What follows belongs to an exercise in optimizing a design on an open flow for small area, a short achievable clock period and few clock cycles; a production flow would make more cautious choices. Function was checked by simulation only, so behaviour that the tests miss may differ from the original. No activity file was given, so power comes from the tool's default toggle rates.

## build 74
## multipler_top
module multipler_top #(
    parameter integer DATA_LENGTH       = 64,
    parameter integer BLOCK_LENGTH      = 16,
    parameter integer LENGTH            = 16
) (
    input  logic                        clk_i,
    input  logic                        rst_ni,
    input  logic                        start_i,
    output logic                        busy_o,
    output logic                        finish_o,
    input  logic [DATA_LENGTH-1:0]      indata_a_i,
    input  logic [DATA_LENGTH-1:0]      indata_b_i,
    output logic [DATA_LENGTH*2-1:0]    outdata_r_o
);
localparam integer K  = 6;
localparam integer R  = 3;
localparam integer N  = 11;
localparam integer NK = 66;
localparam integer M  = 67;
localparam integer W  = 73;
logic st_run, st_cpa, st_fin;
logic busy_q;
logic [3:0] cnt_q;
logic st_idle;   
logic first;     
logic [63:0]   a_q;       
logic [NK-1:0] b_q;       
logic [M-1:0]  s_q;       
logic [M-1:0]  c_q;       
logic [K-1:0]  ls_q;      
logic [K-1:0]  lc_q;      
logic          cy_q;      
logic [R-1:0]  one_q;     
logic [R-1:0]  two_q;     
logic [R-1:0]  pos_q;     
always_ff @(posedge clk_i) begin
    if (!rst_ni) begin
        st_run <= 1'b0;
        st_cpa <= 1'b0;
        st_fin <= 1'b0;
        busy_q <= 1'b0;
        first  <= 1'b1;
        st_idle <= 1'b1;
        cnt_q  <= '0;
    end else begin
        st_idle <= ~((st_idle & start_i) | st_run | st_cpa);
        first  <= ~st_run;
        busy_q <= (st_idle & start_i) | st_run;
        st_run <= (st_idle & start_i) | (st_run & ~(cnt_q == N-1));
  ...
Size: ~1,900 cells after synthesis, ~290 flip-flops, about 260 I/O pins.
Settings: LEC_CHECK=0, CAP_MARGIN=20, CORE_MARGIN=2, CORE_UTILIZATION=45, SLEW_MARGIN=20; clock period 10.0 ns.
standard.sh (not shown) runs the stock make flow with config.mk's settings and CLKGATE_MAP_FILE= SYNTH_SCRIPT=/design/flow/synth_recipe.tcl, a recipe that flattens the netlist after the stock synthesis.
==> flow/flow/run.sh <==
#!/bin/bash
set -euo pipefail
{
  echo "include $(pwd)/config.mk"
  cat flow/extra.mk
} > extra_config.mk
sed "s#DESIGN_CONFIG=[^ ]*#DESIGN_CONFIG=$(pwd)/extra_config.mk#" standard.sh > standard_extra.sh
bash standard_extra.sh > standard.log 2>&1
==> flow/flow/extra.mk <==
export SETUP_SLACK_MARGIN = 6.5
export BUFFER_PORTS_ARGS = -buffer_cell sky130_fd_sc_hd__buf_1
Build 74: all stages complete, timing, DRC and antenna checks passed
Testbench counts of build 74, summed over its fixed seeds: cycles 33,600.
Relative to build 74, the following input files were edited for build 4:
-- flow/config.mk --
<<< build 74, line 11
>>> build 4, line 11
export CTS_CLUSTER_DIAMETER = 80
export CTS_CLUSTER_SIZE = 24
--- outcome ---
- The higher sequential portion of the cell area of build 74 and build 4 is in build 4.
- Build 4 vs build 74, number of buffers inserted by post-CTS setup repair went up by 2.
- Share of cell area taken by multi-input logic gates | build 4 above build 74
Modified inputs, build 72 compared to build 4
-- flow/config.mk --
<<< build 4, line 10
export CORE_UTILIZATION = 45
export CTS_CLUSTER_DIAMETER = 80
export CTS_CLUSTER_SIZE = 24
>>> build 72, line 10
export CORE_UTILIZATION = 55
export CTS_CLUSTER_DIAMETER = 100
export CTS_CLUSTER_SIZE = 30
export PLACE_DENSITY = 0.65
Findings:
Diff build 4 -> build 72 | wire length of the first global-routing pass | down slightly. Comparing build 4 and build 72, the lower combinational power share is on build 4. Looking at the reports, build 72 completed the entire flow and the layout it produced met the timing, design-rule and antenna checks. Summary: with build 4 as the reference, routed wire length in build 72 moved down by a few percent.


multipler_top again, from the RTL that the note above started with.
Design multipler_top, start of the top module:
module multipler_top #(
    parameter integer DATA_LENGTH       = 64,
    parameter integer BLOCK_LENGTH      = 16,
    parameter integer LENGTH            = 16
) (
    input  logic                        clk_i,
    input  logic                        rst_ni,
    input  logic                        start_i,
    output logic                        busy_o,
    output logic                        finish_o,
    input  logic [DATA_LENGTH-1:0]      indata_a_i,
    input  logic [DATA_LENGTH-1:0]      indata_b_i,
    output logic [DATA_LENGTH*2-1:0]    outdata_r_o
);
Settings: LEC_CHECK=0, CAP_MARGIN=20, CORE_MARGIN=2, CORE_UTILIZATION=45, CTS_BUF_LIST=sky130_fd_sc_hd__clkbuf_8, CTS_CLUSTER_DIAMETER=60, CTS_CLUSTER_SIZE=20, SLEW_MARGIN=20; clock period 10.0 ns.
Scripts as last shown in full above: flow/flow/run.sh, flow/flow/extra.mk
The first run finished clean.
Testbench counts at the start, summed over its fixed seeds: cycles 33,600.
Next try:
Settings changed: CTS_BUF_LIST sky130_fd_sc_hd__clkbuf_8 to default, CTS_CLUSTER_DIAMETER 60 to 100, CTS_CLUSTER_SIZE 20 to 30.
=> Non-clock buffer count came out higher by 6. Flip-flop and latch count is unchanged. Final area came out lower by 1.0%. Power came out lower by 3.1%. Count of clock-buffer cells in the layout came out lower by 13. Synthesized area stays the same. Clock skew came out lower by 0.046 ns. Global-route usage barely changes.

[re-timing with driven ports]
Ports are ideal in the flow. The routed layouts listed here were re-timed in OpenROAD.
Step 1: set_driving_cell puts a clkbuf_16 on clk_i and a buf_2 on each other input, an assumption about the parent block.
Step 2 moves the port delays by t, midway between the first and last clock arrival at a register: inputs arrive t later, outputs are due t later. That takes back most of the time a late clock gives input paths.
Slacks: ideal ports / drivers / drivers and shift; pairs: ideal ports / drivers.
run | t, ns | setup slack, ns | cell pins on the clock port's net
build 74 | 0.615 | 6.604 / 6.604 / 6.604 | 1
build 4 | 0.629 | 6.554 / 6.554 / 6.554 | 1
build 72 | 0.589 | 6.519 / 6.519 / 6.519 | 1
the first run of note 2 | 0.709 | 6.547 / 6.539 / 6.547 | 1
the second run of note 2 | 0.599 | 6.605 / 6.605 / 6.605 | 1
After both steps every run listed still meets setup and hold.
